What follows belongs to an exercise in optimizing a design on an open flow for small area; a production flow would make more cautious choices. Only simulation tests tie the RTL to the original design; equivalence was not proved. No driver is modelled on the clock port, so clocking that relies on it looks cheaper here than on a real chip.

// system_top
module system_top (
    input  wire               clk,
    input  wire               rst_n,
    input  wire signed [15:0] data_in,
    output wire signed [3:0]  sdm_out
);
For scale: roughly 3300 cells after synthesis, ~1200 flip-flops, about 47000 um^2 of cells after synthesis.
export LEC_CHECK = 0
export CAP_MARGIN = 20
export CORE_MARGIN = 2
export CORE_UTILIZATION = 40
export CTS_BUF_LIST = sky130_fd_sc_hd__clkbuf_4
export PLACE_DENSITY = 0.6
export SLEW_MARGIN = 20
export SYNTH_HIERARCHICAL = 1
create_clock -name core_clock -period 20.0 [get_ports {clk}]
run.sh (not shown) runs the stock make flow with config.mk's settings and CLKGATE_MAP_FILE= SYNTH_SCRIPT=/design/flow/synth_recipe.tcl, a recipe that flattens the netlist after the stock synthesis.
==> next run, changes <==
--- a/flow/config.mk
+++ b/flow/config.mk
@@ -11 +11,3 @@
-export CTS_BUF_LIST = sky130_fd_sc_hd__clkbuf_4
+export CTS_BUF_LIST = sky130_fd_sc_hd__clkbuf_16
+export CTS_CLUSTER_DIAMETER = 100
+export CTS_CLUSTER_SIZE = 24
Outcome: Worst setup slack degrades by 99 ps. Design area went down by 3.6%. Die area is unchanged. Via count went down by 6.1%. Wire length went down by 2.5%. Area after synthesis stays the same. Global-route usage went down by 0.66 points. Core utilization went down by 1.6 points.
==> next run, changes <==
--- a/flow/config.mk
+++ b/flow/config.mk
@@ -11,3 +10,0 @@
-export CTS_BUF_LIST = sky130_fd_sc_hd__clkbuf_16
-export CTS_CLUSTER_DIAMETER = 100
-export CTS_CLUSTER_SIZE = 24
Outcome:
- non-clock buffer count does not change
- setup slack is about the same
- die area is unchanged
- maximum frequency is about the same
- final area rose by 4.0%
==> next run, changes <==
--- a/flow/config.mk
+++ b/flow/config.mk
@@ -10,0 +11,3 @@
+export CTS_BUF_LIST = sky130_fd_sc_hd__clkbuf_16
+export CTS_CLUSTER_DIAMETER = 80
+export CTS_CLUSTER_SIZE = 30
What happened: Cell count fell by a few percent. Hold slack gains 4.1 ps. Clock skew rose by 3.8 ps. Die area stays the same. Via count fell slightly. Sequential share of layout area rose by 1.8 points. Wire length fell by a few percent. Setup slack gains 75 ps. Register-to-register slack gains 70 ps.

system_top, a different RTL version from the one above (not shown whole).
For scale: ~2900 cells after synthesis, ~1200 flip-flops, ~22 I/O pins, ~44000 um2 of cells after synthesis.
export LEC_CHECK = 0
export CAP_MARGIN = 20
export CORE_MARGIN = 2
export CORE_UTILIZATION = 40
export PLACE_DENSITY = 0.6
export SLEW_MARGIN = 20
export SYNTH_HIERARCHICAL = 1
create_clock -name core_clock -period 20.0 [get_ports {clk}]
standard.sh (not shown) runs the stock make flow with config.mk's settings and CLKGATE_MAP_FILE= SYNTH_SCRIPT=/design/flow/synth_recipe.tcl, a recipe that flattens the netlist after the stock synthesis.
==> flow/flow/run.sh <==
#!/bin/bash
set -e
export CTS_ARGS="-sink_clustering_enable -repair_clock_nets -buf_list sky130_fd_sc_hd__clkbuf_16 -sink_clustering_size 28 -sink_clustering_max_diameter 120 -dont_use_dummy_load"
cp standard.sh standard_sh.log
bash standard.sh > standard.log 2>&1
Edit:
==> flow/run.sh (new file) <==
#!/bin/bash
# synth_recipe.tcl (not shown) runs the flow's synth.tcl, then flattens the netlist and writes it again
# the make line also repeats each setting of config.mk as NAME=value (left out here)
make -C /OpenROAD-flow-scripts/flow DESIGN_CONFIG=/design/flow/config.mk WORK_HOME=/design/flow/orfs CLKGATE_MAP_FILE= SYNTH_SCRIPT=/design/flow/synth_recipe.tcl finish
- CTS_BUF_LIST: unset -> sky130_fd_sc_hd__clkbuf_16
- CTS_CLUSTER_DIAMETER: unset -> 120
- CTS_CLUSTER_SIZE: unset -> 28
- GPL_TIMING_DRIVEN: unset -> 0
removed: flow/flow/run.sh
removed: flow/standard.sh
Core utilization went up by 0.37 points. Clock skew goes down by 0.016 ns. Cell area rose by 0.86%. Count of clock-buffer cells in the layout increases by 1.
Edit:
==> flow/flow/run.sh (new file) <==
#!/bin/bash
set -e
export CTS_ARGS="-sink_clustering_enable -repair_clock_nets -buf_list sky130_fd_sc_hd__clkbuf_16 -sink_clustering_size 34 -sink_clustering_max_diameter 100 -dont_use_dummy_load"
cp standard.sh standard_sh.log
bash standard.sh > standard.log 2>&1
==> flow/standard.sh (new file) <==
#!/bin/bash
# synth_recipe.tcl (not shown) runs the flow's synth.tcl, then flattens the netlist and writes it again
# the make line also repeats each setting of config.mk as NAME=value (left out here)
make -C /OpenROAD-flow-scripts/flow DESIGN_CONFIG=/design/flow/config.mk WORK_HOME=/design/flow/orfs CLKGATE_MAP_FILE= SYNTH_SCRIPT=/design/flow/synth_recipe.tcl "${@:-finish}"
- CORE_UTILIZATION: 40 -> 65
- CTS_BUF_LIST: sky130_fd_sc_hd__clkbuf_16 -> unset
- CTS_CLUSTER_DIAMETER: 120 -> unset
- CTS_CLUSTER_SIZE: 28 -> unset
- GPL_TIMING_DRIVEN: 0 -> unset
- PLACE_DENSITY: 0.6 -> 0.75
removed: flow/run.sh
Outcome: Setup slack gains 0.15 ns. Global-route usage grows by 10 points. Via count grows by 1.2%. Design area shrinks by 2.6%. Synthesized cell count is unchanged. Register-to-register slack gains 0.15 ns. Final cell count shrinks by 15%.

Starting RTL as in the previous note.
make LEC_CHECK=0 CAP_MARGIN=20 CORE_MARGIN=2 CORE_UTILIZATION=40 CTS_BUF_LIST=sky130_fd_sc_hd__clkbuf_16 CTS_CLUSTER_DIAMETER=120 CTS_CLUSTER_SIZE=28 PLACE_DENSITY=0.6 SLEW_MARGIN=20 SYNTH_HIERARCHICAL=1 finish   # period 20.0 ns
run.sh (not shown) runs the stock make flow with config.mk's settings and CLKGATE_MAP_FILE= SYNTH_SCRIPT=/design/flow/synth_recipe.tcl, a recipe that flattens the netlist after the stock synthesis.
Stock flow here: none of the scripts above is used.
Rerun with:
--- a/flow/config.mk
+++ b/flow/config.mk
@@ -8,2 +8,4 @@
 export CAP_MARGIN = 20
+export CELL_PAD_IN_SITES_DETAIL_PLACEMENT = 1
+export CELL_PAD_IN_SITES_GLOBAL_PLACEMENT = 1
 export CORE_MARGIN = 2
@@ -11,4 +13,4 @@
 export CTS_BUF_LIST = sky130_fd_sc_hd__clkbuf_16
-export CTS_CLUSTER_DIAMETER = 120
-export CTS_CLUSTER_SIZE = 28
+export CTS_CLUSTER_DIAMETER = 100
+export CTS_CLUSTER_SIZE = 24
 export PLACE_DENSITY = 0.6
=> The changed run produced a clean layout. Utilization rose by 0.60 points. Sequential share of layout area fell by 0.69 points. Design area rose by 1.4%. Hold slack improves by 0.023 ns. Die area stays the same. Wire length rose by 15%. Area after synthesis stays the same. Cell count rose by 0.80%.
Rerun with:
--- a/flow/config.mk
+++ b/flow/config.mk
@@ -8,4 +8,2 @@
 export CAP_MARGIN = 20
-export CELL_PAD_IN_SITES_DETAIL_PLACEMENT = 1
-export CELL_PAD_IN_SITES_GLOBAL_PLACEMENT = 1
 export CORE_MARGIN = 2
The changed run completed without violations.
Sequential cell count does not change.
Die area stays the same.
Clock-buffer cell count went down by 10.

-- port drivers added, routing unchanged --
Ports are ideal in the flow. The routed layouts listed here were re-timed in OpenROAD. Step 1: set_driving_cell puts a clkbuf_16 on clk and a buf_2 on each other input, an assumption about the parent block. Step 2 times the ports against the registers' clock, not the clock port: input delays grow and output delays shrink by t, the midpoint of the rising clock arrivals with the driver on. a / b / c = no drivers / after step 1 / after step 2; a / b = the first two.
| run | t (ns) | setup WS [ns] | slew at the worst register clock pin (ns) |
|---|---|---|---|
| the first run of note 1 | 1.188 | 2.924 / 2.924 / 2.924 | 0.08 / 0.08 |
| the second run of note 1 | 0.745 | 2.825 / 2.825 / 2.825 | 0.10 / 0.10 |
| the third run of note 1 | 0.762 | 2.826 / 2.826 / 2.826 | 0.07 / 0.07 |
| the fourth run of note 1 | 0.744 | 2.901 / 2.901 / 2.901 | 0.11 / 0.11 |
| the first run of note 2 | 0.675 | 1.610 / 1.610 / 1.610 | 0.11 / 0.11 |
| the second run of note 2 | 0.723 | 0.728 / 0.728 / 0.728 | 0.12 / 0.12 |
| the third run of note 2 | 0.638 | 0.879 / 0.879 / 0.879 | 0.12 / 0.12 |
| the first run of note 3 | 0.717 | 1.560 / 1.560 / 1.560 | 0.11 / 0.11 |
| the second run of note 3 | 0.700 | 1.268 / 1.268 / 1.268 | 0.10 / 0.10 |
| the third run of note 3 | 0.736 | 1.588 / 1.588 / 1.588 | 0.10 / 0.10 |
After both steps every run listed still meets setup and hold.
